Context: an optimization exercise on an open-source flow, tuned for small area, a short achievable clock period and few clock cycles per item. The choices shown serve that exercise and are no tape-out recipe.
The RTL was checked by simulation tests, not by an equivalence proof against the original design.

==> design.v <==
`default_nettype	none
module	slowmpy(i_clk, i_reset, i_stb, i_a, i_b, i_aux, o_busy,
		o_done, o_p, o_aux);
	parameter			LGNA = 6;
	parameter	[LGNA:0]	NA = 33;
	parameter	[0:0]		OPT_SIGNED = 1'b1;
	localparam	NB = NA;	 
	input	wire	i_clk, i_reset;
	input	wire	i_stb;
	input	wire	signed	[(NA-1):0]	i_a;
	input	wire	signed	[(NB-1):0]	i_b;
	input	wire				i_aux;
	output	reg				o_busy, o_done;
	output	reg	signed	[(NA+NB-1):0]	o_p;
	output	reg				o_aux;
	reg	[LGNA-1:0]	count;
	reg	[NA-1:0]	p_a;
	reg	[NB-1:0]	p_b;
	reg	[NA+NB-1:0]	partial;
	reg			aux;
	reg	almost_done;
	wire	pre_done;
	assign	pre_done = (count == 0);
	always @(posedge i_clk)
		almost_done <= (!i_reset)&&(o_busy)&&(pre_done);
	always @(posedge i_clk)
	if (i_reset)
	begin
		aux    <= 0;
		o_done <= 0;
		o_busy <= 0;
	end else if ((!o_busy)&&(i_stb))
	begin
		o_done <= 0;
		o_busy <= 1;
		aux    <= i_aux;
	end else if ((o_busy)&&(almost_done))
	begin
		o_done <= 1;
		o_busy <= 0;
	end else
		o_done <= 0;
	wire	[NA-1:0]	pwire;
	assign	pwire = (p_b[0] ? p_a : 0);
	always @(posedge i_clk)
	if (!o_busy)
	begin
		count <= NA[LGNA-1:0]-1;
		partial <= 0;
		p_a <= i_a;
		p_b <= i_b;
	end else begin
		p_b <= (p_b >> 1);
		partial[NB-2:0] <= partial[NB-1:1];
		if ((OPT_SIGNED)&&(pre_done))
			partial[NA+NB-1:NB-1] <= { 1'b0, partial[NA+NB-1:NB]} +
				{ 1'b0, pwire[NA-1], ~pwire[NA-2:0] };
		else if (OPT_SIGNED)
			partial[NA+NB-1:NB-1] <= {1'b0,partial[NA+NB-1:NB]} +
				{ 1'b0, !pwire[NA-1], pwire[NA-2:0] };
		else
			partial[NA+NB-1:NB-1] <= {1'b0, partial[NA+NB-1:NB]}
				+ ((p_b[0]) ? {1'b0,p_a} : 0);
		count <= count - 1;
	end
	always @(posedge i_clk)
	if (almost_done)
	begin
		if (OPT_SIGNED)
			o_p   <= partial[NA+NB-1:0]
				+ {1'b1,{(NA-2){1'b0}},1'b1, {(NB){1'b0}}};
		else
			o_p   <= partial[NA+NB-1:0];
		o_aux <= aux;
	end
endmodule
`default_nettype	none
module	mpyop(i_clk, i_reset, i_start, i_op, i_a, i_b, i_areg, o_busy, o_last, o_next);
	localparam	ND = 6, NS = 3;
	localparam	NB = 12;	 
	localparam	R  = 8;	 
	localparam	SW = 46;	 
	input	wire		i_clk, i_reset, i_start;
	input	wire	[1:0]	i_op;	 
	input	wire	[31:0]	i_a, i_b;
	input	wire	[31:0]	i_areg;	 
	output	wire		o_busy;	 
	output	wire		o_last;	 
	output	wire	[31:0]	o_next;	 
	genvar	i;
	reg	[NS-1:0]	stage;
	reg			r_asgn;	 
	wire	[32:0]		r_a = { r_asgn, i_areg };
	reg	[33:0]		acc;	 
	reg	[31:0]		bsh;	 
	reg			r_sgn, r_hi;
	reg	[ND-1:0]	d_one, d_two, d_neg;	 
	always @(posedge i_clk)
	if (i_reset)
		stage <= 0;
	else
		stage <= { stage[NS-2:0], i_start };
	assign	o_busy = |stage;
	assign	o_last = stage[NS-1];
	wire	nlast = stage[NS-2];	 
	wire	ext = r_sgn & bsh[R+NB-1];	 
	wire	[NB:0]	nchunk;
	generate for(i=0; i<NB; i=i+1)
	begin : NCHUNK
		if (i < R)
			assign nchunk[i+1] = (o_busy) ? bsh[NB+i] : i_b[i];
		else
			assign nchunk[i+1] = (o_busy)
					? ((nlast) ? ext : bsh[NB+i]) : i_b[i];
	end endgenerate
	assign	nchunk[0] = (o_busy) ? bsh[NB-1] : 1'b0;
	generate for(i=0; i<ND; i=i+1)
	begin : ENC
		wire	bm = nchunk[2*i];
		wire	b0 = nchunk[2*i+1];
		wire	b1 = nchunk[2*i+2];
		always @(posedge i_clk)
		begin
			d_one[i] <= b0 ^ bm;
			d_two[i] <= (b1 & !b0 & !bm) | (!b1 & b0 & bm);
			d_neg[i] <= b1;
		end
	end endgenerate
	wire	[33:0]	a_x1 = { r_a[32], r_a };
	wire	[33:0]	a_x2 = { r_a, 1'b0 };
	wire	[33:0]	pp0 = ({(34){d_one[0]}} & a_x1) | ({(34){d_two[0]}} & a_x2);
	wire	[33:0]	rw0 = pp0 ^ {(34){d_neg[0]}};
	wire	[33:0]	rx0 = { !rw0[33], rw0[32:0] };
	wire	[33:0]	pp1 = ({(34){d_one[1]}} & a_x1) | ({(34){d_two[1]}} & a_x2);
	wire	[33:0]	rw1 = pp1 ^ {(34){d_neg[1]}};
	wire	[33:0]	rx1 = { !rw1[33], rw1[32:0] };
	wire	[33:0]	pp2 = ({(34){d_one[2]}} & a_x1) | ({(34){d_two[2]}} & a_x2);
	wire	[33:0]	rw2 = pp2 ^ {(34){d_neg[2]}};
	wire	[33:0]	rx2 = { !rw2[33], rw2[32:0] };
	wire	[33:0]	pp3 = ({(34){d_one[3]}} & a_x1) | ({(34){d_two[3]}} & a_x2);
	wire	[33:0]	rw3 = pp3 ^ {(34){d_neg[3]}};
	wire	[33:0]	rx3 = { !rw3[33], rw3[32:0] };
	wire	[33:0]	pp4 = ({(34){d_one[4]}} & a_x1) | ({(34){d_two[4]}} & a_x2);
	wire	[33:0]	rw4 = pp4 ^ {(34){d_neg[4]}};
	wire	[33:0]	rx4 = { !rw4[33], rw4[32:0] };
	wire	[33:0]	pp5 = ({(34){d_one[5]}} & a_x1) | ({(34){d_two[5]}} & a_x2);
	wire	[33:0]	rw5 = pp5 ^ {(34){d_neg[5]}};
	wire	[33:0]	rx5 = { !rw5[33], rw5[32:0] };
	wire	[33:0]	acc_in = (stage[0]) ? 34'h0 : acc;
	wire	[33:0]	accx = { !acc_in[33], acc_in[32:0] };
	wire t1 = accx[8] ^ d_neg[4];
	wire t2 = accx[8] & d_neg[4];
	wire t3 = accx[9] ^ rx0[9];
	wire t4 = accx[9] & rx0[9];
	wire t5 = accx[10] ^ d_neg[5] ^ rx0[10];
	wire t6 = (accx[10] & d_neg[5]) | (accx[10] & rx0[10]) | (d_neg[5] & rx0[10]);
	wire t7 = rx1[8] ^ rx2[6];
	wire t8 = rx1[8] & rx2[6];
	wire t9 = accx[11] ^ rx0[11] ^ rx1[9];
	wire t10 = (accx[11] & rx0[11]) | (accx[11] & rx1[9]) | (rx0[11] & rx1[9]);
	wire t11 = rx2[7] ^ rx3[5];
	wire t12 = rx2[7] & rx3[5];
	wire t13 = accx[12] ^ rx0[12] ^ rx1[10];
	wire t14 = (accx[12] & rx0[12]) | (accx[12] & rx1[10]) | (rx0[12] & rx1[10]);
	wire t15 = rx2[8] ^ rx3[6];
	wire t16 = rx2[8] & rx3[6];
	wire t17 = accx[13] ^ rx0[13] ^ rx1[11];
	wire t18 = (accx[13] & rx0[13]) | (accx[13] & rx1[11]) | (rx0[13] & rx1[11]);
	wire t19 = rx2[9] ^ rx3[7];
	wire t20 = rx2[9] & rx3[7];
	wire t21 = accx[14] ^ rx0[14] ^ rx1[12];
	wire t22 = (accx[14] & rx0[14]) | (accx[14] & rx1[12]) | (rx0[14] & rx1[12]);
	wire t23 = rx2[10] ^ rx3[8];
	wire t24 = rx2[10] & rx3[8];
	wire t25 = accx[15] ^ rx0[15] ^ rx1[13];
	wire t26 = (accx[15] & rx0[15]) | (accx[15] & rx1[13]) | (rx0[15] & rx1[13]);
	wire t27 = rx2[11] ^ rx3[9];
	wire t28 = rx2[11] & rx3[9];
	wire t29 = accx[16] ^ rx0[16] ^ rx1[14];
	wire t30 = (accx[16] & rx0[16]) | (accx[16] & rx1[14]) | (rx0[16] & rx1[14]);
	wire t31 = rx2[12] ^ rx3[10];
	wire t32 = rx2[12] & rx3[10];
	wire t33 = accx[17] ^ rx0[17] ^ rx1[15];
	wire t34 = (accx[17] & rx0[17]) | (accx[17] & rx1[15]) | (rx0[17] & rx1[15]);
	wire t35 = rx2[13] ^ rx3[11];
	wire t36 = rx2[13] & rx3[11];
	wire t37 = accx[18] ^ rx0[18] ^ rx1[16];
	wire t38 = (accx[18] & rx0[18]) | (accx[18] & rx1[16]) | (rx0[18] & rx1[16]);
	wire t39 = rx2[14] ^ rx3[12];
	wire t40 = rx2[14] & rx3[12];
	wire t41 = accx[19] ^ rx0[19] ^ rx1[17];
	wire t42 = (accx[19] & rx0[19]) | (accx[19] & rx1[17]) | (rx0[19] & rx1[17]);
	wire t43 = rx2[15] ^ rx3[13];
	wire t44 = rx2[15] & rx3[13];
	wire t45 = accx[20] ^ rx0[20] ^ rx1[18];
	wire t46 = (accx[20] & rx0[20]) | (accx[20] & rx1[18]) | (rx0[20] & rx1[18]);
	wire t47 = rx2[16] ^ rx3[14];
	wire t48 = rx2[16] & rx3[14];
	wire t49 = accx[21] ^ rx0[21] ^ rx1[19];
	wire t50 = (accx[21] & rx0[21]) | (accx[21] & rx1[19]) | (rx0[21] & rx1[19]);
	wire t51 = rx2[17] ^ rx3[15];
	wire t52 = rx2[17] & rx3[15];
	wire t53 = accx[22] ^ rx0[22] ^ rx1[20];
	wire t54 = (accx[22] & rx0[22]) | (accx[22] & rx1[20]) | (rx0[22] & rx1[20]);
	wire t55 = rx2[18] ^ rx3[16];
	wire t56 = rx2[18] & rx3[16];
	wire t57 = accx[23] ^ rx0[23] ^ rx1[21];
	wire t58 = (accx[23] & rx0[23]) | (accx[23] & rx1[21]) | (rx0[23] & rx1[21]);
	wire t59 = rx2[19] ^ rx3[17];
	wire t60 = rx2[19] & rx3[17];
	wire t61 = accx[24] ^ rx0[24] ^ rx1[22];
	wire t62 = (accx[24] & rx0[24]) | (accx[24] & rx1[22]) | (rx0[24] & rx1[22]);
	wire t63 = rx2[20] ^ rx3[18];
	wire t64 = rx2[20] & rx3[18];
	wire t65 = accx[25] ^ rx0[25] ^ rx1[23];
	wire t66 = (accx[25] & rx0[25]) | (accx[25] & rx1[23]) | (rx0[25] & rx1[23]);
	wire t67 = rx2[21] ^ rx3[19];
	wire t68 = rx2[21] & rx3[19];
	wire t69 = accx[26] ^ rx0[26] ^ rx1[24];
	wire t70 = (accx[26] & rx0[26]) | (accx[26] & rx1[24]) | (rx0[26] & rx1[24]);
	wire t71 = rx2[22] ^ rx3[20];
	wire t72 = rx2[22] & rx3[20];
	wire t73 = accx[27] ^ rx0[27] ^ rx1[25];
	wire t74 = (accx[27] & rx0[27]) | (accx[27] & rx1[25]) | (rx0[27] & rx1[25]);
	wire t75 = rx2[23] ^ rx3[21];
	wire t76 = rx2[23] & rx3[21];
	wire t77 = accx[28] ^ rx0[28] ^ rx1[26];
	wire t78 = (accx[28] & rx0[28]) | (accx[28] & rx1[26]) | (rx0[28] & rx1[26]);
	wire t79 = rx2[24] ^ rx3[22];
	wire t80 = rx2[24] & rx3[22];
	wire t81 = accx[29] ^ rx0[29] ^ rx1[27];
	wire t82 = (accx[29] & rx0[29]) | (accx[29] & rx1[27]) | (rx0[29] & rx1[27]);
	wire t83 = rx2[25] ^ rx3[23];
	wire t84 = rx2[25] & rx3[23];
	wire t85 = accx[30] ^ rx0[30] ^ rx1[28];
	wire t86 = (accx[30] & rx0[30]) | (accx[30] & rx1[28]) | (rx0[30] & rx1[28]);
	wire t87 = rx2[26] ^ rx3[24];
	wire t88 = rx2[26] & rx3[24];
	wire t89 = accx[31] ^ rx0[31] ^ rx1[29];
	wire t90 = (accx[31] & rx0[31]) | (accx[31] & rx1[29]) | (rx0[31] & rx1[29]);
	wire t91 = rx2[27] ^ rx3[25];
	wire t92 = rx2[27] & rx3[25];
	wire t93 = accx[32] ^ rx0[32] ^ rx1[30];
	wire t94 = (accx[32] & rx0[32]) | (accx[32] & rx1[30]) | (rx0[32] & rx1[30]);
	wire t95 = rx2[28] ^ rx3[26];
	wire t96 = rx2[28] & rx3[26];
	wire t97 = accx[33] ^ rx0[33] ^ rx1[31];
	wire t98 = (accx[33] & rx0[33]) | (accx[33] & rx1[31]) | (rx0[33] & rx1[31]);
	wire t99 = rx2[29] ^ rx3[27];
	wire t100 = rx2[29] & rx3[27];
	wire t101 = !(rx1[32] ^ rx2[30]);
	wire t102 = rx1[32] | rx2[30];
	wire t103 = accx[4] ^ d_neg[2];
	wire t104 = accx[4] & d_neg[2];
	wire t105 = accx[5] ^ rx0[5];
	wire t106 = accx[5] & rx0[5];
	wire t107 = accx[6] ^ d_neg[3] ^ rx0[6];
	wire t108 = (accx[6] & d_neg[3]) | (accx[6] & rx0[6]) | (d_neg[3] & rx0[6]);
	wire t109 = rx1[4] ^ rx2[2];
	wire t110 = rx1[4] & rx2[2];
	wire t111 = accx[7] ^ rx0[7] ^ rx1[5];
	wire t112 = (accx[7] & rx0[7]) | (accx[7] & rx1[5]) | (rx0[7] & rx1[5]);
	wire t113 = rx2[3] ^ rx3[1];
	wire t114 = rx2[3] & rx3[1];
	wire t115 = t1 ^ rx0[8] ^ rx1[6];
	wire t116 = (t1 & rx0[8]) | (t1 & rx1[6]) | (rx0[8] & rx1[6]);
	wire t117 = rx2[4] ^ rx3[2] ^ rx4[0];
	wire t118 = (rx2[4] & rx3[2]) | (rx2[4] & rx4[0]) | (rx3[2] & rx4[0]);
	wire t119 = t2 ^ rx1[7] ^ rx2[5];
	wire t120 = (t2 & rx1[7]) | (t2 & rx2[5]) | (rx1[7] & rx2[5]);
	wire t121 = rx3[3] ^ rx4[1] ^ t3;
	wire t122 = (rx3[3] & rx4[1]) | (rx3[3] & t3) | (rx4[1] & t3);
	wire t123 = rx3[4] ^ rx4[2] ^ rx5[0];
	wire t124 = (rx3[4] & rx4[2]) | (rx3[4] & rx5[0]) | (rx4[2] & rx5[0]);
	wire t125 = t4 ^ t7 ^ t5;
	wire t126 = (t4 & t7) | (t4 & t5) | (t7 & t5);
	wire t127 = rx4[3] ^ rx5[1] ^ t8;
	wire t128 = (rx4[3] & rx5[1]) | (rx4[3] & t8) | (rx5[1] & t8);
	wire t129 = t11 ^ t6 ^ t9;
	wire t130 = (t11 & t6) | (t11 & t9) | (t6 & t9);
	wire t131 = rx4[4] ^ rx5[2] ^ t12;
	wire t132 = (rx4[4] & rx5[2]) | (rx4[4] & t12) | (rx5[2] & t12);
	wire t133 = t15 ^ t10 ^ t13;
	wire t134 = (t15 & t10) | (t15 & t13) | (t10 & t13);
	wire t135 = rx4[5] ^ rx5[3] ^ t16;
	wire t136 = (rx4[5] & rx5[3]) | (rx4[5] & t16) | (rx5[3] & t16);
	wire t137 = t19 ^ t14 ^ t17;
	wire t138 = (t19 & t14) | (t19 & t17) | (t14 & t17);
	wire t139 = rx4[6] ^ rx5[4] ^ t20;
	wire t140 = (rx4[6] & rx5[4]) | (rx4[6] & t20) | (rx5[4] & t20);
	wire t141 = t23 ^ t18 ^ t21;
	wire t142 = (t23 & t18) | (t23 & t21) | (t18 & t21);
	wire t143 = rx4[7] ^ rx5[5] ^ t24;
	wire t144 = (rx4[7] & rx5[5]) | (rx4[7] & t24) | (rx5[5] & t24);
	wire t145 = t27 ^ t22 ^ t25;
	wire t146 = (t27 & t22) | (t27 & t25) | (t22 & t25);
	wire t147 = rx4[8] ^ rx5[6] ^ t28;
	wire t148 = (rx4[8] & rx5[6]) | (rx4[8] & t28) | (rx5[6] & t28);
	wire t149 = t31 ^ t26 ^ t29;
	wire t150 = (t31 & t26) | (t31 & t29) | (t26 & t29);
	wire t151 = rx4[9] ^ rx5[7] ^ t32;
	wire t152 = (rx4[9] & rx5[7]) | (rx4[9] & t32) | (rx5[7] & t32);
	wire t153 = t35 ^ t30 ^ t33;
	wire t154 = (t35 & t30) | (t35 & t33) | (t30 & t33);
	wire t155 = rx4[10] ^ rx5[8] ^ t36;
	wire t156 = (rx4[10] & rx5[8]) | (rx4[10] & t36) | (rx5[8] & t36);
	wire t157 = t39 ^ t34 ^ t37;
	wire t158 = (t39 & t34) | (t39 & t37) | (t34 & t37);
	wire t159 = rx4[11] ^ rx5[9] ^ t40;
	wire t160 = (rx4[11] & rx5[9]) | (rx4[11] & t40) | (rx5[9] & t40);
	wire t161 = t43 ^ t38 ^ t41;
	wire t162 = (t43 & t38) | (t43 & t41) | (t38 & t41);
	wire t163 = rx4[12] ^ rx5[10] ^ t44;
	wire t164 = (rx4[12] & rx5[10]) | (rx4[12] & t44) | (rx5[10] & t44);
	wire t165 = t47 ^ t42 ^ t45;
	wire t166 = (t47 & t42) | (t47 & t45) | (t42 & t45);
	wire t167 = rx4[13] ^ rx5[11] ^ t48;
	wire t168 = (rx4[13] & rx5[11]) | (rx4[13] & t48) | (rx5[11] & t48);
	wire t169 = t51 ^ t46 ^ t49;
	wire t170 = (t51 & t46) | (t51 & t49) | (t46 & t49);
	wire t171 = rx4[14] ^ rx5[12] ^ t52;
	wire t172 = (rx4[14] & rx5[12]) | (rx4[14] & t52) | (rx5[12] & t52);
	wire t173 = t55 ^ t50 ^ t53;
	wire t174 = (t55 & t50) | (t55 & t53) | (t50 & t53);
	wire t175 = rx4[15] ^ rx5[13] ^ t56;
	wire t176 = (rx4[15] & rx5[13]) | (rx4[15] & t56) | (rx5[13] & t56);
	wire t177 = t59 ^ t54 ^ t57;
	wire t178 = (t59 & t54) | (t59 & t57) | (t54 & t57);
	wire t179 = rx4[16] ^ rx5[14] ^ t60;
	wire t180 = (rx4[16] & rx5[14]) | (rx4[16] & t60) | (rx5[14] & t60);
	wire t181 = t63 ^ t58 ^ t61;
	wire t182 = (t63 & t58) | (t63 & t61) | (t58 & t61);
	wire t183 = rx4[17] ^ rx5[15] ^ t64;
	wire t184 = (rx4[17] & rx5[15]) | (rx4[17] & t64) | (rx5[15] & t64);
	wire t185 = t67 ^ t62 ^ t65;
	wire t186 = (t67 & t62) | (t67 & t65) | (t62 & t65);
	wire t187 = rx4[18] ^ rx5[16] ^ t68;
	wire t188 = (rx4[18] & rx5[16]) | (rx4[18] & t68) | (rx5[16] & t68);
	wire t189 = t71 ^ t66 ^ t69;
	wire t190 = (t71 & t66) | (t71 & t69) | (t66 & t69);
	wire t191 = rx4[19] ^ rx5[17] ^ t72;
	wire t192 = (rx4[19] & rx5[17]) | (rx4[19] & t72) | (rx5[17] & t72);
	wire t193 = t75 ^ t70 ^ t73;
	wire t194 = (t75 & t70) | (t75 & t73) | (t70 & t73);
	wire t195 = rx4[20] ^ rx5[18] ^ t76;
	wire t196 = (rx4[20] & rx5[18]) | (rx4[20] & t76) | (rx5[18] & t76);
	wire t197 = t79 ^ t74 ^ t77;
	wire t198 = (t79 & t74) | (t79 & t77) | (t74 & t77);
	wire t199 = rx4[21] ^ rx5[19] ^ t80;
	wire t200 = (rx4[21] & rx5[19]) | (rx4[21] & t80) | (rx5[19] & t80);
	wire t201 = t83 ^ t78 ^ t81;
	wire t202 = (t83 & t78) | (t83 & t81) | (t78 & t81);
	wire t203 = rx4[22] ^ rx5[20] ^ t84;
	wire t204 = (rx4[22] & rx5[20]) | (rx4[22] & t84) | (rx5[20] & t84);
	wire t205 = t87 ^ t82 ^ t85;
	wire t206 = (t87 & t82) | (t87 & t85) | (t82 & t85);
	wire t207 = rx4[23] ^ rx5[21] ^ t88;
	wire t208 = (rx4[23] & rx5[21]) | (rx4[23] & t88) | (rx5[21] & t88);
	wire t209 = t91 ^ t86 ^ t89;
	wire t210 = (t91 & t86) | (t91 & t89) | (t86 & t89);
	wire t211 = rx4[24] ^ rx5[22] ^ t92;
	wire t212 = (rx4[24] & rx5[22]) | (rx4[24] & t92) | (rx5[22] & t92);
	wire t213 = t95 ^ t90 ^ t93;
	wire t214 = (t95 & t90) | (t95 & t93) | (t90 & t93);
	wire t215 = rx4[25] ^ rx5[23] ^ t96;
	wire t216 = (rx4[25] & rx5[23]) | (rx4[25] & t96) | (rx5[23] & t96);
	wire t217 = t99 ^ t94 ^ t97;
	wire t218 = (t99 & t94) | (t99 & t97) | (t94 & t97);
	wire t219 = rx3[28] ^ rx4[26] ^ rx5[24];
	wire t220 = (rx3[28] & rx4[26]) | (rx3[28] & rx5[24]) | (rx4[26] & rx5[24]);
	wire t221 = t100 ^ t101 ^ t98;
	wire t222 = (t100 & t101) | (t100 & t98) | (t101 & t98);
	wire t223 = rx1[33] ^ rx2[31] ^ rx3[29];
	wire t224 = (rx1[33] & rx2[31]) | (rx1[33] & rx3[29]) | (rx2[31] & rx3[29]);
	wire t225 = rx4[27] ^ rx5[25] ^ t102;
	wire t226 = (rx4[27] & rx5[25]) | (rx4[27] & t102) | (rx5[25] & t102);
	wire t227 = !(rx2[32] ^ rx3[30]);
	wire t228 = rx2[32] | rx3[30];
	wire t229 = rx4[28] ^ rx5[26];
	wire t230 = rx4[28] & rx5[26];
	wire t231 = rx2[33] ^ rx3[31] ^ rx4[29];
	wire t232 = (rx2[33] & rx3[31]) | (rx2[33] & rx4[29]) | (rx3[31] & rx4[29]);
	wire t233 = !(rx3[32] ^ rx4[30]);
	wire t234 = rx3[32] | rx4[30];
	wire t235 = accx[2] ^ d_neg[1];
	wire t236 = accx[2] & d_neg[1];
	wire t237 = accx[3] ^ rx0[3];
	wire t238 = accx[3] & rx0[3];
	wire t239 = t103 ^ rx0[4] ^ rx1[2];
	wire t240 = (t103 & rx0[4]) | (t103 & rx1[2]) | (rx0[4] & rx1[2]);
	wire t241 = t104 ^ rx1[3] ^ rx2[1];
	wire t242 = (t104 & rx1[3]) | (t104 & rx2[1]) | (rx1[3] & rx2[1]);
	wire t243 = rx3[0] ^ t106 ^ t109;
	wire t244 = (rx3[0] & t106) | (rx3[0] & t109) | (t106 & t109);
	wire t245 = t110 ^ t113 ^ t108;
	wire t246 = (t110 & t113) | (t110 & t108) | (t113 & t108);
	wire t247 = t114 ^ t112 ^ t115;
	wire t248 = (t114 & t112) | (t114 & t115) | (t112 & t115);
	wire t249 = t116 ^ t118 ^ t119;
	wire t250 = (t116 & t118) | (t116 & t119) | (t118 & t119);
	wire t251 = t120 ^ t123 ^ t122;
	wire t252 = (t120 & t123) | (t120 & t122) | (t123 & t122);
	wire t253 = t124 ^ t127 ^ t126;
	wire t254 = (t124 & t127) | (t124 & t126) | (t127 & t126);
	wire t255 = t128 ^ t131 ^ t130;
	wire t256 = (t128 & t131) | (t128 & t130) | (t131 & t130);
	wire t257 = t132 ^ t135 ^ t134;
	wire t258 = (t132 & t135) | (t132 & t134) | (t135 & t134);
	wire t259 = t136 ^ t139 ^ t138;
	wire t260 = (t136 & t139) | (t136 & t138) | (t139 & t138);
	wire t261 = t140 ^ t143 ^ t142;
	wire t262 = (t140 & t143) | (t140 & t142) | (t143 & t142);
	wire t263 = t144 ^ t147 ^ t146;
	wire t264 = (t144 & t147) | (t144 & t146) | (t147 & t146);
	wire t265 = t148 ^ t151 ^ t150;
	wire t266 = (t148 & t151) | (t148 & t150) | (t151 & t150);
	wire t267 = t152 ^ t155 ^ t154;
	wire t268 = (t152 & t155) | (t152 & t154) | (t155 & t154);
	wire t269 = t156 ^ t159 ^ t158;
	wire t270 = (t156 & t159) | (t156 & t158) | (t159 & t158);
	wire t271 = t160 ^ t163 ^ t162;
	wire t272 = (t160 & t163) | (t160 & t162) | (t163 & t162);
	wire t273 = t164 ^ t167 ^ t166;
	wire t274 = (t164 & t167) | (t164 & t166) | (t167 & t166);
	wire t275 = t168 ^ t171 ^ t170;
	wire t276 = (t168 & t171) | (t168 & t170) | (t171 & t170);
	wire t277 = t172 ^ t175 ^ t174;
	wire t278 = (t172 & t175) | (t172 & t174) | (t175 & t174);
	wire t279 = t176 ^ t179 ^ t178;
	wire t280 = (t176 & t179) | (t176 & t178) | (t179 & t178);
	wire t281 = t180 ^ t183 ^ t182;
	wire t282 = (t180 & t183) | (t180 & t182) | (t183 & t182);
	wire t283 = t184 ^ t187 ^ t186;
	wire t284 = (t184 & t187) | (t184 & t186) | (t187 & t186);
	wire t285 = t188 ^ t191 ^ t190;
	wire t286 = (t188 & t191) | (t188 & t190) | (t191 & t190);
	wire t287 = t192 ^ t195 ^ t194;
	wire t288 = (t192 & t195) | (t192 & t194) | (t195 & t194);
	wire t289 = t196 ^ t199 ^ t198;
	wire t290 = (t196 & t199) | (t196 & t198) | (t199 & t198);
	wire t291 = t200 ^ t203 ^ t202;
	wire t292 = (t200 & t203) | (t200 & t202) | (t203 & t202);
	wire t293 = t204 ^ t207 ^ t206;
	wire t294 = (t204 & t207) | (t204 & t206) | (t207 & t206);
	wire t295 = t208 ^ t211 ^ t210;
	wire t296 = (t208 & t211) | (t208 & t210) | (t211 & t210);
	wire t297 = t212 ^ t215 ^ t214;
	wire t298 = (t212 & t215) | (t212 & t214) | (t215 & t214);
	wire t299 = t219 ^ t216 ^ t218;
	wire t300 = (t219 & t216) | (t219 & t218) | (t216 & t218);
	wire t301 = t220 ^ t223 ^ t225;
	wire t302 = (t220 & t223) | (t220 & t225) | (t223 & t225);
	wire t303 = t227 ^ t229 ^ t224;
	wire t304 = (t227 & t229) | (t227 & t224) | (t229 & t224);
	wire t305 = rx5[27] ^ t228 ^ t230;
	wire t306 = (rx5[27] & t228) | (rx5[27] & t230) | (t228 & t230);
	wire t307 = rx5[28] ^ t233;
	wire t308 = rx5[28] & t233;
	wire t309 = rx3[33] ^ rx4[31] ^ rx5[29];
	wire t310 = (rx3[33] & rx4[31]) | (rx3[33] & rx5[29]) | (rx4[31] & rx5[29]);
	wire t311 = !(rx4[32] ^ rx5[30]);
	wire t312 = rx4[32] | rx5[30];
	wire t313 = accx[0] ^ d_neg[0];
	wire t314 = accx[0] & d_neg[0];
	wire t315 = accx[1] ^ rx0[1];
	wire t316 = accx[1] & rx0[1];
	wire t317 = t235 ^ rx0[2] ^ rx1[0];
	wire t318 = (t235 & rx0[2]) | (t235 & rx1[0]) | (rx0[2] & rx1[0]);
	wire t319 = t236 ^ rx1[1] ^ t237;
	wire t320 = (t236 & rx1[1]) | (t236 & t237) | (rx1[1] & t237);
	wire t321 = rx2[0] ^ t238 ^ t239;
	wire t322 = (rx2[0] & t238) | (rx2[0] & t239) | (t238 & t239);
	wire t323 = t105 ^ t240 ^ t241;
	wire t324 = (t105 & t240) | (t105 & t241) | (t240 & t241);
	wire t325 = t242 ^ t107 ^ t243;
	wire t326 = (t242 & t107) | (t242 & t243) | (t107 & t243);
	wire t327 = t111 ^ t244 ^ t245;
	wire t328 = (t111 & t244) | (t111 & t245) | (t244 & t245);
	wire t329 = t117 ^ t246 ^ t247;
	wire t330 = (t117 & t246) | (t117 & t247) | (t246 & t247);
	wire t331 = t121 ^ t248 ^ t249;
	wire t332 = (t121 & t248) | (t121 & t249) | (t248 & t249);
	wire t333 = t250 ^ t125 ^ t251;
	wire t334 = (t250 & t125) | (t250 & t251) | (t125 & t251);
	wire t335 = t129 ^ t252 ^ t253;
	wire t336 = (t129 & t252) | (t129 & t253) | (t252 & t253);
	wire t337 = t133 ^ t254 ^ t255;
	wire t338 = (t133 & t254) | (t133 & t255) | (t254 & t255);
	wire t339 = t137 ^ t256 ^ t257;
	wire t340 = (t137 & t256) | (t137 & t257) | (t256 & t257);
	wire t341 = t141 ^ t258 ^ t259;
	wire t342 = (t141 & t258) | (t141 & t259) | (t258 & t259);
	wire t343 = t145 ^ t260 ^ t261;
	wire t344 = (t145 & t260) | (t145 & t261) | (t260 & t261);
	wire t345 = t149 ^ t262 ^ t263;
	wire t346 = (t149 & t262) | (t149 & t263) | (t262 & t263);
	wire t347 = t153 ^ t264 ^ t265;
	wire t348 = (t153 & t264) | (t153 & t265) | (t264 & t265);
	wire t349 = t157 ^ t266 ^ t267;
	wire t350 = (t157 & t266) | (t157 & t267) | (t266 & t267);
	wire t351 = t161 ^ t268 ^ t269;
	wire t352 = (t161 & t268) | (t161 & t269) | (t268 & t269);
	wire t353 = t165 ^ t270 ^ t271;
	wire t354 = (t165 & t270) | (t165 & t271) | (t270 & t271);
	wire t355 = t169 ^ t272 ^ t273;
	wire t356 = (t169 & t272) | (t169 & t273) | (t272 & t273);
	wire t357 = t173 ^ t274 ^ t275;
	wire t358 = (t173 & t274) | (t173 & t275) | (t274 & t275);
	wire t359 = t177 ^ t276 ^ t277;
	wire t360 = (t177 & t276) | (t177 & t277) | (t276 & t277);
	wire t361 = t181 ^ t278 ^ t279;
	wire t362 = (t181 & t278) | (t181 & t279) | (t278 & t279);
	wire t363 = t185 ^ t280 ^ t281;
	wire t364 = (t185 & t280) | (t185 & t281) | (t280 & t281);
	wire t365 = t189 ^ t282 ^ t283;
	wire t366 = (t189 & t282) | (t189 & t283) | (t282 & t283);
	wire t367 = t193 ^ t284 ^ t285;
	wire t368 = (t193 & t284) | (t193 & t285) | (t284 & t285);
	wire t369 = t197 ^ t286 ^ t287;
	wire t370 = (t197 & t286) | (t197 & t287) | (t286 & t287);
	wire t371 = t201 ^ t288 ^ t289;
	wire t372 = (t201 & t288) | (t201 & t289) | (t288 & t289);
	wire t373 = t205 ^ t290 ^ t291;
	wire t374 = (t205 & t290) | (t205 & t291) | (t290 & t291);
	wire t375 = t209 ^ t292 ^ t293;
	wire t376 = (t209 & t292) | (t209 & t293) | (t292 & t293);
	wire t377 = t213 ^ t294 ^ t295;
	wire t378 = (t213 & t294) | (t213 & t295) | (t294 & t295);
	wire t379 = t217 ^ t296 ^ t297;
	wire t380 = (t217 & t296) | (t217 & t297) | (t296 & t297);
	wire t381 = t221 ^ t298 ^ t299;
	wire t382 = (t221 & t298) | (t221 & t299) | (t298 & t299);
	wire t383 = t222 ^ t301 ^ t300;
	wire t384 = (t222 & t301) | (t222 & t300) | (t301 & t300);
	wire t385 = t226 ^ t303 ^ t302;
	wire t386 = (t226 & t303) | (t226 & t302) | (t303 & t302);
	wire t387 = t231 ^ t305 ^ t304;
	wire t388 = (t231 & t305) | (t231 & t304) | (t305 & t304);
	wire t389 = t232 ^ t306 ^ t307;
	wire t390 = (t232 & t306) | (t232 & t307) | (t306 & t307);
	wire t391 = t234 ^ t308 ^ t309;
	wire t392 = (t234 & t308) | (t234 & t309) | (t308 & t309);
	wire t393 = t311 ^ t310;
	wire t394 = t311 & t310;
	wire t395 = rx4[33] ^ rx5[31] ^ t312;
	wire t396 = (rx4[33] & rx5[31]) | (rx4[33] & t312) | (rx5[31] & t312);
	wire t397 = !rx5[32];
	wire	[SW-1:0]	tx = { 1'b1, 1'b1, rx5[32], t397, t394, t393, t390, t389, t387, t385, t382, t380, t378, t376, t374, t372, t370, t368, t366, t364, t362, t360, t358, t356, t354, t352, t350, t348, t346, t344, t342, t340, t338, t336, t334, t332, t330, t328, t326, t324, t322, t320, t318, t316, t314, t313 };
	wire	[SW-1:0]	ty = { 1'b0, 1'b0, rx5[33], t396, t395, t392, t391, t388, t386, t384, t383, t381, t379, t377, t375, t373, t371, t369, t367, t365, t363, t361, t359, t357, t355, t353, t351, t349, t347, t345, t343, t341, t339, t337, t335, t333, t331, t329, t327, t325, t323, t321, t319, t317, t315, rx0[0] };
	wire	[SW-1:0]	rsum = tx + ty;
	always @(posedge i_clk)
	if (!o_busy)
	begin
		r_asgn <= i_op[0] & i_a[31];
		bsh   <= i_b;
		r_sgn <= i_op[0];
		r_hi  <= i_op[1];
	end else
		bsh   <= { rsum[NB-1:0], bsh[31:NB] };
	always @(posedge i_clk)
		acc   <= rsum[NB+33:NB];
	assign	o_next = (r_hi) ? rsum[R+31:R] : { rsum[R-1:0], bsh[31:R] };
endmodule
`default_nettype	none
module	cpuops(i_clk,i_reset, i_stb, i_op, i_a, i_b, o_c, o_f, o_valid,
			o_busy);
	input	wire	i_clk, i_reset, i_stb;
	input	wire	[3:0]	i_op;
	input	wire	[31:0]	i_a, i_b;
	output	reg	[31:0]	o_c;
	output	wire	[3:0]	o_f;
	output	reg		o_valid;
	output	wire		o_busy;
	reg	c, pre_sign, set_ovfl, keep_sgn_on_ovfl;
	wire	this_is_a_multiply_op;
	assign	this_is_a_multiply_op = (i_stb)&&((i_op[3:1]==3'h5)||(i_op[3:0]==4'hc));
	wire		mpybusy, mpylast;
	wire	[31:0]	mpy_next;
	mpyop	thempy(i_clk, i_reset, this_is_a_multiply_op, i_op[1:0],
		i_a, i_b, o_c, mpybusy, mpylast, mpy_next);
	wire	[31:0]	next_c;
	wire		next_carry;
	aluop	thealu(mpybusy, mpylast, i_op, i_a, i_b, mpy_next, o_c,
			next_c, next_carry);
	always @(posedge i_clk)
	begin
		pre_sign <= i_a[31];
		c <= next_carry;
		set_ovfl <= !mpybusy && (((i_op==4'h0)&&(i_a[31] != i_b[31]))
			||((i_op==4'h2)&&(i_a[31] == i_b[31]))
			||(i_op == 4'h6)
			||(i_op == 4'h5));
		keep_sgn_on_ovfl <= !mpybusy &&
			(((i_op==4'h0)&&(i_a[31] != i_b[31]))
			||((i_op==4'h2)&&(i_a[31] == i_b[31])));
		o_c <= next_c;
	end
	assign	o_busy = mpybusy;
	wire	z = (o_c == 32'h0000);
	wire	n = (o_c[31]);
	wire	v = (set_ovfl)&&(pre_sign != o_c[31]);
	wire	vx = (keep_sgn_on_ovfl)&&(pre_sign != o_c[31]);
	assign	o_f = { v, n^vx, c, z };
	always @(posedge i_clk)
	if (i_reset)
		o_valid <= 1'b0;
	else
		o_valid <=((i_stb)&&(!this_is_a_multiply_op))||(mpylast);
endmodule
module	aluop(i_busy, i_last, i_op, i_a, i_b, i_mpy, i_hold, o_r, o_c);
	input	wire		i_busy, i_last;
	input	wire	[3:0]	i_op;
	input	wire	[31:0]	i_a, i_b;
	input	wire	[31:0]	i_mpy, i_hold;
	output	wire	[31:0]	o_r;
	output	wire		o_c;
	genvar	k;
	wire		sub = !i_op[1];
	wire	[32:0]	sum = { 1'b0, i_a } + { 1'b0, i_b ^ {(32){sub}} }
				+ { 32'h0, sub };
	wire		c_add = sum[32] ^ sub;
	wire	[31:0]	a_rev, b_rev;
	generate for(k=0; k<32; k=k+1)
	begin : REV
		assign	a_rev[k] = i_a[31-k];
		assign	b_rev[k] = i_b[31-k];
	end endgenerate
	wire		lsl  = i_op[1] & !i_op[0];
	wire		fill = i_op[1] & i_op[0] & i_a[31];
	wire		kill = |i_b[31:6];
	wire	[32:0]	sh_in = { (lsl) ? a_rev : i_a, 1'b0 };
	wire	signed	[33:0]	sh_x = { fill, sh_in };
	wire	[33:0]	sh_y = sh_x >>> i_b[5:0];
	wire	[32:0]	sh_r = (kill) ? {(33){fill}} : sh_y[32:0];
	wire	[31:0]	sh_rev;
	generate for(k=0; k<32; k=k+1)
	begin : SREV
		assign	sh_rev[k] = sh_r[32-k];
	end endgenerate
	wire	alu = !i_busy;
	wire	op_arith = alu && (i_op[3:2] == 2'b00) && !i_op[0];  
	wire	op_rsh   = alu && (i_op[3:2] == 2'b01) && i_op[0];   
	wire	op_lsl   = alu && (i_op == 4'h6);
	reg	t3, t2h, t1h, t2l, t1l, lg;
	always @(*)
	begin
		{ lg, t3, t2h, t1h, t2l, t1l } = 6'b0;
		case(i_op)
		4'h1: { lg, t3, t2h, t1h, t2l, t1l } = 6'b11_00_00;
		4'h3: { lg, t3, t2h, t1h, t2l, t1l } = 6'b11_11_11;
		4'h4: { lg, t3, t2h, t1h, t2l, t1l } = 6'b10_11_11;
		4'h9: { lg, t3, t2h, t1h, t2l, t1l } = 6'b11_10_01;
		4'ha, 4'hb, 4'hc:
		      { lg, t3, t2h, t1h, t2l, t1l } = 6'b11_10_10;
		4'hd, 4'he, 4'hf:
		      { lg, t3, t2h, t1h, t2l, t1l } = 6'b11_01_01;
		default: { lg, t3, t2h, t1h, t2l, t1l } = 6'b0;
		endcase
	end
	wire	op_brev = alu && (i_op == 4'h8);
	wire	op_logic = alu && lg;
	wire	[31:0]	t2 = { {(16){t2h}}, {(16){t2l}} };
	wire	[31:0]	t1 = { {(16){t1h}}, {(16){t1l}} };
	wire	[31:0]	logic_r = ({(32){t3}} & i_a & i_b) | (t2 & i_a & ~i_b)
			| (t1 & ~i_a & i_b);
	assign	o_r = ({(32){op_arith}} & sum[31:0])
			| ({(32){op_rsh}} & sh_r[32:1])
			| ({(32){op_lsl}} & sh_rev)
			| ({(32){op_logic}} & logic_r)
			| ({(32){op_brev}} & b_rev)
			| ({(32){i_last}} & i_mpy)
			| ({(32){i_busy && !i_last}} & i_hold);
	assign	o_c = (op_arith & c_add) | ((op_rsh | op_lsl) & sh_r[0]);
endmodule
==> run.sh <==
#!/bin/bash
# synth_recipe.tcl (not shown) runs the flow's synth.tcl, then flattens the netlist and writes it again
# the make line also repeats each setting of config.mk as NAME=value (left out here)
make -C /OpenROAD-flow-scripts/flow DESIGN_CONFIG=/design/flow/config.mk WORK_HOME=/design/flow/orfs CLKGATE_MAP_FILE= SYNTH_SCRIPT=/design/flow/synth_recipe.tcl finish
==> config.mk <==
export PLATFORM = sky130hd
export DESIGN_NAME = cpuops
export DESIGN_NICKNAME = cpuops
export VERILOG_FILES = /design/flow/design.v
export SDC_FILE = /design/flow/constraint.sdc
export NUM_CORES = 4
export LEC_CHECK = 0
export CAP_MARGIN = 20
export CORE_MARGIN = 2
export CORE_UTILIZATION = 40
export SETUP_SLACK_MARGIN = 4.5
export SLEW_MARGIN = 20
==> constraint.sdc <==
create_clock -name core_clock -period 10.0 [get_ports {i_clk}]
set_input_delay 2.0000 -clock core_clock [delete_from_list [all_inputs] [get_ports {i_clk}]]
set_output_delay 2.0000 -clock core_clock [all_outputs]
set_load 0.01 [all_outputs]
==> results of run 1 <==
-- metal layers --
metal	vias to the layer above	GRT usage, %
li1	9061	-
met1	10600	45.1
met2	1343	57.0
met3	329	6.51
met4	0	19.9
met5	-	0
-- cells in the mapped netlist, drive strengths merged, types with 7 or more instances --
master     n
a211oi    13
a21o      59
a21oi    112
a221o     12
a221oi    17
a222oi    23
a22oi    215
a31oi     20
and2      14
and3      17
buf       35
clkbuf   198
dfxtp    116
fa       159
ha       116
inv      183
mux2      13
mux2i     58
mux4      41
nand2    201
nand2b    37
nand3     38
nand4     13
nor2      89
nor2b     43
nor3      16
nor3b      9
nor4      22
o2111ai    7
o211ai    42
o21a      16
o21ai    157
o21bai     9
o221ai    13
o22ai     10
o31ai      8
or3       11
xnor2    196
xor2     108
-- worst min path at each step --
stage | from | endpoint
floorplan | thempy.bsh[24] | thempy.bsh[12]
global placement | thempy.bsh[30] | thempy.bsh[18]
detailed placement | thempy.bsh[30] | thempy.bsh[18]
CTS | thempy.bsh[30] | thempy.bsh[18]
global route | thempy.bsh[28] | thempy.bsh[16]
finish | thempy.bsh[30] | thempy.bsh[18]
-- layout make-up --
| cell class | count | area, sq um |
|---|---|---|
| flip-flops and latches | 119 | 2490 |
| inverters | 186 | 703 |
| well taps | 680 | 851 |
| clock inverters | 13 | 119 |
| diodes | 2 | 5.00 |
| multi-input cells | 2005 | 17300 |
| fillers | 5141 | 27800 |
| repair buffers | 181 | 1830 |
| clock buffers | 19 | 453 |
-- cells by family after synthesis --
| family | synth area share (%) |
|---|---|
| simple gates | 12.2 |
| buf+inv | 7.74 |
| xor+xnor | 12.7 |
| fa+ha+maj | 22.1 |
| flops | 11.5 |
| mux | 7.89 |
| compound gates | 25.8 |
-- flip-flops by register name, indices dropped and copies added, names as in the netlist --
| name | flops |
|---|---|
| thempy.d_two | 6 |
| keep_sgn_on_ovfl | 1 |
| set_ovfl | 1 |
| pre_sign | 1 |
| thempy.acc | 34 |
| thempy.d_one | 6 |
| thempy.r_asgn | 1 |
| c | 1 |
| thempy.d_neg | 2 |
| o_valid | 1 |
| thempy.r_sgn | 1 |
| o_c | 32 |
| thempy.stage | 3 |
| thempy.r_hi | 1 |
| thempy.bsh | 28 |
-- metrics by stage --
stage                     hold WS, ns  setup WS [ns]  std cells
after floorplan                 0.421           4.50       2543
after global placement          0.431           3.49       3163
after detailed placement        0.441           3.49       3163
after CTS                       0.453           4.43       3201
after global routing            0.479           4.42       3203
final                           0.455           4.47       3205
-- worst register-to-register path: stages, from the launching register on --
cell and delay, ns:
dfxtp_1 0.32, buf_12 0.17, a22oi_1 0.28, xor2_1 0.23, fa_1 0.50, fa_1 0.43, inv_1 0.09, fa_1 0.42
fa_1 0.55, ha_4 0.36, and4_4 0.25, nand3_1 0.11, or3_1 0.39, o211ai_1 0.18, buf_4 0.17, a21o_1 0.18
nand3_1 0.14, and2_4 0.22, a311o_1 0.30
-- timing repair --
action / 4_1_cts / 5_1_grt
pin swaps: 2 / 12
resized for setup: 62 / 93
gates cloned: 1 / 1
buffers inserted: 5 / 1
setup endpoints to repair: 35 / 32
==> metrics.md, run 1 <==
| Metric | Value |
|---|---|
| Status | timing/DRC/antenna clean |
| Setup Skew | between 0.01 and 0.015 ns |
| Post-synth top area share | between 10% and 20% |
| Routability cong. | 1.08 |
| DRT iter0 DRCs | 2545 |
| GRT Util Overall | between 30% and 40% |
| Worst slew pin tran | ~1.2 ns |
| Most frequent cells in the layout | a22oi_1, nand2_1, xnor2_1 |
| Share of the clock period used by the worst path | 55.3% |
| WP depth | 10 |
| Die height | around 230 um |
| Routed vias | approximately 21000 |
| RR Endpoint | o_c[30] |
| Fmax | roughly 0.18 GHz |
| Crit Path Class | input pin to flip-flop |
| Area growth syn-to-layout | 13.1% |
| CTS tree | yes |
| Synth Warn # | 3 |
| Worst path bufs/invs | 2 |
| Final hold vios | 0 |
| Wl on met1 | between 30000 and 40000 um |
| WL met3 | 9230 um |
| Syn Inst Count | 2543 |
| Post-DP HPWL | between 70000 and 80000 um |
| Post-layout util | between 40% and 50% |
| Final wirelength | between 90000 and 100000 um |
| CP max FO | 11 |
| Synth top area cells | fa_1, dfxtp_1, xnor2_1 |
| CP endpoint kind | flip-flop |
| Slew margin rel. | about a fifth |
| Port Buffers | ~110 |
| Synthesis-stage register bit count | 119 |
| Yosys cell types | 78 |
| Core area | approximately 52000 sq um |
| RSZ-0062 raised after global routing | yes |
| First-pass GRT wire length | between 100000 and 150000 um |
| Synthesized area per cell | roughly 8.2 sq um |
| Worst skew pair latency | approximately 0.45 ns |
| Fin. max-slew vios | 0 |
| Max_cap viols | 0 |
| Cell Chain, Critical Path | clkdlybuf4s50_1, nor4_1, nand4_1, nor3_2, buf_4, nand2_1, o21ai_0, nor3_1, a221oi_1, o21ai_0 |
| Uppermost layer routed | met4 |
| Post-CTS Hold Buffers | 0 |
| Drt first pass iters | 6 |
| R2R cell count | 18 |
| Post-route ant nets | 0 |
| Cell row count | 83 |
| Worst r2r src | thempy.d_one[0] |
| Data arrival, critical path | 5.81 ns |
| Congestion Overflow GR | 0 |
| H-tree depth | 4 |
| WHS Path Cells | 2 |
| Die width | about 230 um |
| CTS Buf Count | 17 |
| Min cycle time layout | approximately 5.5 ns |
| Design area | 23700 sq um |
| Post-synth EDFFs | 3 |
| Avg Vias per Cell | approximately 6.7 |
| Initial antenna violation count | 3 |
| Most common cell on crit path | o21ai_0 |
| Cell Area, Synth | 21000 sq um |
| Die area | between 50000 and 60000 sq um |
| Tightest Hold Check Type | flip-flop to flip-flop |
| Total Negative Setup Slacks | 0 ns |
| Ys flop type | dfxtp_1 |
| DRC viols | 0 |
| I/O pin total | roughly 110 |
| Syn Nets | 2889 |
| Post-synth ARST share | 0% |
| Clock slew at reported path FFs | about 0.060 ns |
| Final setup violation count | 0 |
| Required time of the critical path | approximately 10 ns |
| Largest net degree at the start of global routing | 55 |
| DP Area | between 20000 and 25000 sq um |
| Initial core utilization | approximately two fifths |
| Largest stage delay, worst path | 0.65 ns |
| WL/cell | just over 30 um |
| Startpoint Class | input pin |
| Root buf cell | clkbuf_16 |
| NumNets Final | 2856 |
| Slowest-stage cell, CP | clkdlybuf4s50_1 |
| Met2 wire length | 43800 um |
| CTS sink cnt | around 120 |
| Sequential share of the synthesized area | between 10% and 20% |
| Commonest non-fill, non-tap cell in the layout | a22oi_1 |
| Critical path origin | i_b[24] |
| Vias in the first global route | 21100 |
| Area leader, netlist | fa_1 |
| Layout cell share with drive strength beyond 1 | approximately a tenth |
| Buffer depth of the longest clock path | 2 |
| Top cell family by delay on the critical path | simple AND/OR/NAND/NOR gates |
| CP endpoint | o_c[0] |
| Flop2flop setup slack | 4.58 ns |
Testbench counts, summed over its fixed seeds: cycles 28,765, items 16,384.
==> run 2, diff against run 1 <==
--- a/config.mk
+++ b/config.mk
@@ -10,3 +10,3 @@
 export CORE_UTILIZATION = 40
-export SETUP_SLACK_MARGIN = 4.5
+export SETUP_SLACK_MARGIN = 5
 export SLEW_MARGIN = 20
==> run 2 against run 1 <==
  * Register-to-register slack improved by 0.19 ns
  * Wire length increased by 6.1%
  * Critical path depth increased by 8
  * Die area unchanged
  * Highest routed layer is now met5
  * Still clean on timing, DRC and antenna
  * Count of clock-buffer cells in the layout decreased by 2
  * Setup slack improved by 0.30 ns
  * Clock skew increased by 0.0062 ns
==> metrics.md, run 2 <==
| Metric | Value |
|---|---|
| CP endpoint kind | flip-flop |
| Core area | 51500 sq um (unchanged) |
| Post-synth EDFFs | 3 (unchanged) |
| Congestion Overflow GR | 0 (unchanged) |
| GRT Util Overall | 37.3% (+1.8 points) |
| Most common cell on crit path | fa_1 |
| Buffer depth of the longest clock path | 2 (unchanged) |
| Max_cap viols | 0 (unchanged) |
| NumNets Final | 2935 (+2.8%) |
| Required time of the critical path | 10.33 ns (+0.04 ns) |
| Synthesized area per cell | 8.24 sq um (unchanged) |
| Die width | 233 um (unchanged) |
| Total Negative Setup Slacks | 0 ns (unchanged) |
| Slowest-stage cell, CP | fa_1 |
| Ys flop type | dfxtp_1 |
| Avg Vias per Cell | 6.67 (+0.24%) |
| Area leader, netlist | fa_1 |
| Tightest Hold Check Type | flip-flop to flip-flop |
| Drt first pass iters | 12 (+6) |
| Layout cell share with drive strength beyond 1 | 19.8% (+9.4 points) |
| CTS Buf Count | 17 (unchanged) |
| CP max FO | 8 (-3) |
| Dominant cell by count in the synthesized netlist | a22oi_1 |
| Max FFs per register | 34 (unchanged) |
| Share of the clock period used by the worst path | 52.3% (-3.0 points) |
| Design area | 25700 sq um (+8.6%) |
| Sequential share of the synthesized area | 11.5% (unchanged) |
| WL/cell | 31.5 um (+3.5%) |
| H-tree depth | 4 (unchanged) |
| Worst slew pin tran | 1.15 ns (-0.0531 ns) |
| First-pass GRT wire length | 149000 um (+4.6%) |
| Yosys cell types | 78 (unchanged) |
| DP Area | 22600 sq um (+0.35%) |
| Largest stage delay, worst path | 0.50 ns (-0.15 ns) |
| Post-CTS Hold Buffers | 0 (unchanged) |
| Routed vias | 21900 (+2.8%) |
| CTS sink cnt | 119 (unchanged) |
| Worst skew pair latency | 0.45 ns (about the same) |
| CTS tree | yes |
| Top post-synthesis cells by count | a22oi_1, nand2_1, clkbuf_1, xnor2_1, inv_1 |
| Largest net degree at the start of global routing | 56 (+1.8%) |
| Largest Register | thempy.acc |
| Final setup violation count | 0 (unchanged) |
| Post-synth top area share | 15.2% (unchanged) |
| Commonest non-fill, non-tap cell in the layout | nand2_1 |
| Post-route ant nets | 0 (unchanged) |
| RSZ-0062 raised after global routing | yes |
| Synthesis-stage register bit count | 119 (unchanged) |
| Final wirelength | 103000 um (+6.1%) |
| Fmax | 0.191 GHz (+5.7%) |
| Initial antenna violation count | 5 (+2) |
| Syn Inst Count | 2543 (unchanged) |
| Port Buffers | 108 (unchanged) |
| Slew margin rel. | 22.6% (+2.8 points) |
| Worst path bufs/invs | 3 (+1) |
| Initial core utilization | 40.7% (unchanged) |
| Cell row count | 83 (unchanged) |
| Root buf cell | clkbuf_16 |
| Synth Warn # | 3 (unchanged) |
| Data arrival, critical path | 5.55 ns (-0.26 ns) |
| Final hold vios | 0 (unchanged) |
| DRC viols | 0 (unchanged) |
| Synth top area cells | fa_1, dfxtp_1, xnor2_1 |
| Setup Skew | 0.0182 ns (+0.00623 ns) |
| Most frequent cells in the layout | nand2_1, xnor2_1, a22oi_1 |
| Status | timing/DRC/antenna clean |
| Cell Chain, Critical Path | buf_16, a22oi_2, xor2_1, fa_1, fa_2, inv_2, fa_1, fa_1, ha_4, and4_4, nand3_2, or3_1, o211ai_1, buf_4, a21o_1, nand3_2, and2_4, a311o_1 |
| Fin. max-slew vios | 0 (unchanged) |
| Min cycle time layout | 5.23 ns (-0.298 ns) |
| DRT iter0 DRCs | 2513 (-1.3%) |
| Clock slew at reported path FFs | 0.07 ns (about the same) |
| Die area | 54200 sq um (unchanged) |
| Largest regs | thempy.acc: 34 flops, o_c: 32 flops, thempy.bsh: 28 flops |
| Startpoint Class | flip-flop |
| I/O pin total | 109 (unchanged) |
| Routability cong. | 1.03 (-4.6%) |
| Placed instance count | 3161 (-0.063%) |
| Final non-filler cell total | 3286 (+2.5%) |
| Cell Area, Synth | 21000 sq um (unchanged) |
| Post-DP HPWL | 73000 um (about the same) |
| Vias in the first global route | 21900 (+3.6%) |
| Post-synth ARST share | 0% (unchanged) |
| Crit Path Class | flip-flop to flip-flop |
| Syn Nets | 2889 (unchanged) |
| Hold slack | 0.481 ns (+0.0261 ns) |
| Die height | 233 um (unchanged) |
| Top cell family by delay on the critical path | adder cells |
| Area growth syn-to-layout | 22.8% |
[run 2: cell counts after synthesis]
Identical to the previous run, type by type.
[run 2: final timing paths]
check / from / slack [ns] / depth (start not counted) / endpoint
min reg2reg: thempy.bsh[28] / 0.48 / 2 / thempy.bsh[16]
min: thempy.bsh[28] / 0.48 / 2 / thempy.bsh[16]
max: thempy.d_one[1] / 4.77 / 18 / o_c[30]
max reg2reg: thempy.d_one[1] / 4.77 / 18 / o_c[30]
[run 2: per-layer routing]
metal / GRT usage (%) / share of wire [%] / vias to the layer above
met1: 46.2 / 38 / 10900
met5: 0 / 0.054 / -
li1: - / - / 9223
met4: 23.6 / 8.0 / 8
met2: 60.0 / 45 / 1405
met3: 6.63 / 8.8 / 394
[run 2: worst register-to-register path: stages, from the launching register on]
cell	delay (ns)
dfxtp_4	0.44
buf_16	0.19
a22oi_2	0.20
xor2_1	0.24
fa_1	0.51
fa_2	0.41
inv_2	0.07
fa_1	0.40
fa_1	0.50
ha_4	0.34
and4_4	0.25
nand3_2	0.07
or3_1	0.37
o211ai_1	0.20
buf_4	0.17
a21o_1	0.17
nand3_2	0.12
and2_4	0.18
a311o_1	0.31
[run 2: layout make-up]
cell class	instances	area [sq um]
antenna	4	10.0
clock buffer	17	425
clock inverter	15	204
fill	4859	25800
inverter	186	707
multi-input combinational	2006	18300
sequential	119	2510
tap	680	851
timing repair buffer	259	2720
[run 2: kinds of logic (layout without fill, tap and decap cells)]
logic type | Yosys count | after routing | share of synthesized area (%)
other cells | 0 | 4 | 0
flops | 119 | 119 | 11.5
buf+inv | 419 | 477 | 7.74
mux | 112 | 112 | 7.89
fa+ha+maj | 275 | 275 | 22.1
compound gates | 785 | 785 | 25.8
simple gates | 529 | 530 | 12.2
xor+xnor | 304 | 304 | 12.7
[run 2: metrics by stage]
step,utilization [%],setup slack (ns)
finish,50.0,4.77
global route,50.0,4.67
CTS,48.4,4.93
detailed placement,43.8,3.85
global placement,43.8,3.81
floorplan,-,4.85
[run 2: what timing repair did]
action                     in CTS  in global routing
setup endpoints to repair      61                 51
setup buffers                  58                 19
gates resized for setup       288                128
pin swaps                     105                 59
gates cloned                   10                  2
==> run 3, diff against run 2 <==
==> flow/run.sh (new file) <==
#!/bin/bash
# The standard layout, with the port buffers made of plain buffers
# (sky130_fd_sc_hd__buf_4) instead of the delay cell buffer_ports picks,
# and timing repair free to resize them. The make log goes to standard_flow.log.
set -euo pipefail
bash standard.sh MATCH_CELL_FOOTPRINT=0 "BUFFER_PORTS_ARGS=-buffer_cell sky130_fd_sc_hd__buf_4" finish > standard_flow.log 2>&1
==> standard.sh (new file) <==
#!/bin/bash
# synth_recipe.tcl (not shown) runs the flow's synth.tcl, then flattens the netlist and writes it again
# the make line also repeats each setting of config.mk as NAME=value (left out here)
make -C /OpenROAD-flow-scripts/flow DESIGN_CONFIG=/design/flow/config.mk WORK_HOME=/design/flow/orfs CLKGATE_MAP_FILE= SYNTH_SCRIPT=/design/flow/synth_recipe.tcl "${@:-finish}"
--- a/config.mk
+++ b/config.mk
@@ -10,2 +10,3 @@
 export CORE_UTILIZATION = 40
+export PLACE_DENSITY = 0.75
 export SETUP_SLACK_MARGIN = 5
removed: run.sh
==> run 3 against run 2 <==
  * Register-to-register slack improved by 0.02 ns
  * Count of clock-buffer cells in the layout rose by 4
  * Critical path depth did not move
  * Die area did not move
  * Via count fell by 0.47%
  * Still clean on timing, DRC and antenna
  * Maximum frequency rose by 0.33%
  * Hold slack got worse by 0.032 ns
  * Clock skew fell by 0.0022 ns
  * Sequential share of layout area rose by 0.36 points
==> metrics.md, run 3 <==
| Metric | Value |
|---|---|
| Core area | 51500 sq um (unchanged) |
| Crit Path Class | flip-flop to flip-flop |
| Post-CTS Hold Buffers | 0 (unchanged) |
| CP endpoint | thempy.acc[31] |
| Post-route ant nets | 0 (unchanged) |
| Max FFs per register | 34 (unchanged) |
| Critical path origin | thempy.d_one[1] |
| Synth Warn # | 3 (unchanged) |
| Largest Register | thempy.acc |
| Slowest-stage cell, CP | fa_1 |
| Most frequent cells in the layout | nand2_1, xnor2_1, a22oi_1, buf_4, inv_1 |
| Final setup violation count | 0 (unchanged) |
| Post-DP HPWL | 66800 um (-8.4%) |
| WL/cell | 28.8 um (-8.5%) |
| Largest regs | thempy.acc: 34 flops, o_c: 32 flops, thempy.bsh: 28 flops |
| Top cell family by delay on the critical path | adder cells |
| DRC viols | 0 (unchanged) |
| Buffer depth of the longest clock path | 2 (unchanged) |
| Top post-synthesis cells by count | a22oi_1, nand2_1, clkbuf_1, xnor2_1, inv_1 |
| Syn Inst Count | 2543 (unchanged) |
| Die height | 233 um (unchanged) |
| Initial antenna violation count | 3 (-2) |
| Data arrival, critical path | 5.52 ns (-0.03 ns) |
| WP depth | 18 (unchanged) |
| Avg Vias per Cell | 6.72 (+0.79%) |
| Clock slew at reported path FFs | 0.06 ns (about the same) |
| Area growth syn-to-layout | 19.5% |
| Fmax | 0.192 GHz (+0.33%) |
| Fin. max-slew vios | 0 (unchanged) |
| Required time of the critical path | 10.31 ns (-0.02 ns) |
| CP max FO | 8 (unchanged) |
| H-tree depth | 4 (unchanged) |
| NumNets Final | 2896 (-1.3%) |
| Share of the clock period used by the worst path | 52.1% (-0.17 points) |
| First-pass GRT wire length | 134000 um (-9.7%) |
| Die width | 233 um (unchanged) |
| Cell Chain, Critical Path | clkbuf_16, a22oi_2, xor2_1, fa_1, fa_2, inv_2, fa_1, fa_1, ha_4, a21oi_4, o21ai_2, a31oi_1, nand2_1, a311o_1, o21a_2, nand2b_4, a221o_1, xor2_1 |
| Status | timing/DRC/antenna clean |
| Initial core utilization | 40.7% (unchanged) |
| Synthesized area per cell | 8.24 sq um (unchanged) |
| Synth top area cells | fa_1, dfxtp_1, xnor2_1 |
| CTS Buf Count | 17 (unchanged) |
| Tightest Hold Check Type | flip-flop to flip-flop |
| Cell row count | 83 (unchanged) |
| Final wirelength | 93400 um (-9.7%) |
| Ys flop type | dfxtp_1 |
| Most common cell on crit path | fa_1 |
| Largest stage delay, worst path | 0.56 ns (+0.06 ns) |
| Flop2flop setup slack | 4.79 ns (+0.02 ns) |
| Yosys cell types | 78 (unchanged) |
| Layout cell share with drive strength beyond 1 | 22.0% (+2.2 points) |
| Cell Area, Synth | 21000 sq um (unchanged) |
| Worst path bufs/invs | 2 (-1) |
| Sequential share of the synthesized area | 11.5% (unchanged) |
| Final hold vios | 0 (unchanged) |
| Setup Skew | 0.0160 ns (-0.00219 ns) |
| DRT iter0 DRCs | 3026 (+20%) |
| CTS sink cnt | 119 (unchanged) |
| Max_cap viols | 0 (unchanged) |
| Slew margin rel. | 33.2% (+11 points) |
| CTS tree | yes |
| Routed vias | 21800 (-0.47%) |
| R2R cell count | 18 (unchanged) |
| Area leader, netlist | fa_1 |
| Post-synth EDFFs | 3 (unchanged) |
| Drt first pass iters | 7 (-5) |
| Congestion Overflow GR | 0 (unchanged) |
| Root buf cell | clkbuf_16 |
| Synthesis-stage register bit count | 119 (unchanged) |
| Vias in the first global route | 20700 (-5.4%) |
| Routability cong. | 1.04 (+1.0%) |
| Syn Nets | 2889 (unchanged) |
| I/O pin total | 109 (unchanged) |
| Startpoint Class | flip-flop |
| CP endpoint kind | flip-flop |
| Dominant cell by count in the synthesized netlist | a22oi_1 |
| Post-synth ARST share | 0% (unchanged) |
| Commonest non-fill, non-tap cell in the layout | nand2_1 |
| Worst slew pin tran | 1.00 ns (-0.151 ns) |
| GRT Util Overall | 33.2% (-4.1 points) |
| RSZ-0062 raised after global routing | yes |
| Min cycle time layout | 5.21 ns (-0.0171 ns) |
| Worst r2r src | thempy.d_one[1] |
| Port Buffers | 108 (unchanged) |
| Largest net degree at the start of global routing | 54 (-3.6%) |
| Post-synth top area share | 15.2% (unchanged) |
| Post-layout util | 48.6% (-1.4 points) |
| Worst skew pair latency | 0.44 ns (about the same) |
| Total Negative Setup Slacks | 0 ns (unchanged) |
| RR Endpoint | thempy.acc[31] |
| Die area | 54200 sq um (unchanged) |
==> run 3: changes by cell type in the layout (fill, tap and decap cells not counted), moves of 6 or more <==
cell             previous run  this run
dlygate4sd2_1              13         0
buf_4                     105       176
nor2_2                      8         2
dfxtp_4                    23        29
clkbuf_16                  19        26
clkdlybuf4s50_1            90         0
buf_6                      13        20
==> run 3: cell families after synthesis <==
logic type      Yosys count  share of synthesized area [%]
compound gates          785                           25.8
simple gates            529                           12.2
buf+inv                 419                           7.74
xor+xnor                304                           12.7
fa+ha+maj               275                           22.1
flops                   119                           11.5
mux                     112                           7.89
==> run 3: layer usage <==
layer	track usage [%]	wire length [um]	vias to the layer above
met2	51.3	40200	1615
li1	-	-	9137
met5	0	28	-
met1	43.5	35200	10700
met3	7.24	11400	348
met4	17.2	6600	4
==> run 3: through the flow <==
stage               cell area, sq um  worst slack (ns)  hold slack (ns)  std cells
finish                         25000              4.79            0.450       3245
global route                   25000              4.66            0.458       3243
CTS                            23900              4.87            0.448       3204
detailed placement             22100              3.97            0.441       3139
global placement               22100              4.12            0.434       3139
floorplan                      21200              4.94            0.421       2543
==> run 3: final cells by class <==
class                           instances  area [sq um]
Fill cell                            4784         26500
Multi-Input combinational cell       2005         18300
Sequential cell                       119          2540
Timing Repair Buffer                  221          2080
Tap cell                              680           851
Inverter                              186           704
Clock buffer                           21           460
Clock inverter                         11           148
Antenna cell                            2          5.00
==> run 3: repair_timing <==
action	in CTS	in global routing
setup endpoints to repair	58	42
gates cloned	4	6
resized for setup	212	154
buffers inserted	29	33
pin swaps	64	90
==> run 3: worst min-delay path by stage <==
stage,start,to,cells past startpoint
final,thempy.bsh[31],thempy.bsh[19],2
after global routing,thempy.bsh[28],thempy.bsh[16],2
after CTS,thempy.bsh[28],thempy.bsh[16],2
after detailed placement,thempy.bsh[28],thempy.bsh[16],2
after global placement,thempy.bsh[30],thempy.bsh[18],2
after floorplan,thempy.bsh[24],thempy.bsh[12],2
==> run 3: tightest hold or removal path, cell delays in order (launching register included) <==
cell and delay (ns):
dfxtp_1 0.31, nand2_1 0.05, nand2_1 0.04

## what the ideal ports hide
In the flow no input, the clock included, has a driving cell. The finished layouts below were timed again as built, in two steps.
Step 1 (the two cells are an assumption about what drives the block):
set clk [get_ports {i_clk}]
set_driving_cell -lib_cell sky130_fd_sc_hd__clkbuf_16 $clk
set_driving_cell -lib_cell sky130_fd_sc_hd__buf_2 [delete_from_list [all_inputs] $clk]
Step 2 moves the port delays by t, midway between the first and last clock arrival at a register: inputs arrive t later, outputs are due t later. That takes back most of the time a late clock gives input paths.
Slacks: no drivers / after step 1 / after step 2; pairs: no drivers / after step 1.
run	shift t [ns]	setup slack, ns	hold WS [ns]	worst setup path at the end	latest minus earliest clock arrival (ns)
run 1	0.494	4.473 / 4.493 / 3.999	0.455 / 0.455 / 0.455	input to register	0.012 / 0.012
run 2	0.496	4.771 / 4.771 / 4.385	0.481 / 0.481 / 0.481	input to register	0.018 / 0.018
run 3	0.483	4.788 / 4.788 / 4.436	0.450 / 0.450 / 0.450	input to register	0.016 / 0.016
After both steps setup and hold are still met in every run listed. For run 1, which loses most, drivers alone change the setup slack by +0.020 ns; drivers and shift together by -0.474 ns.
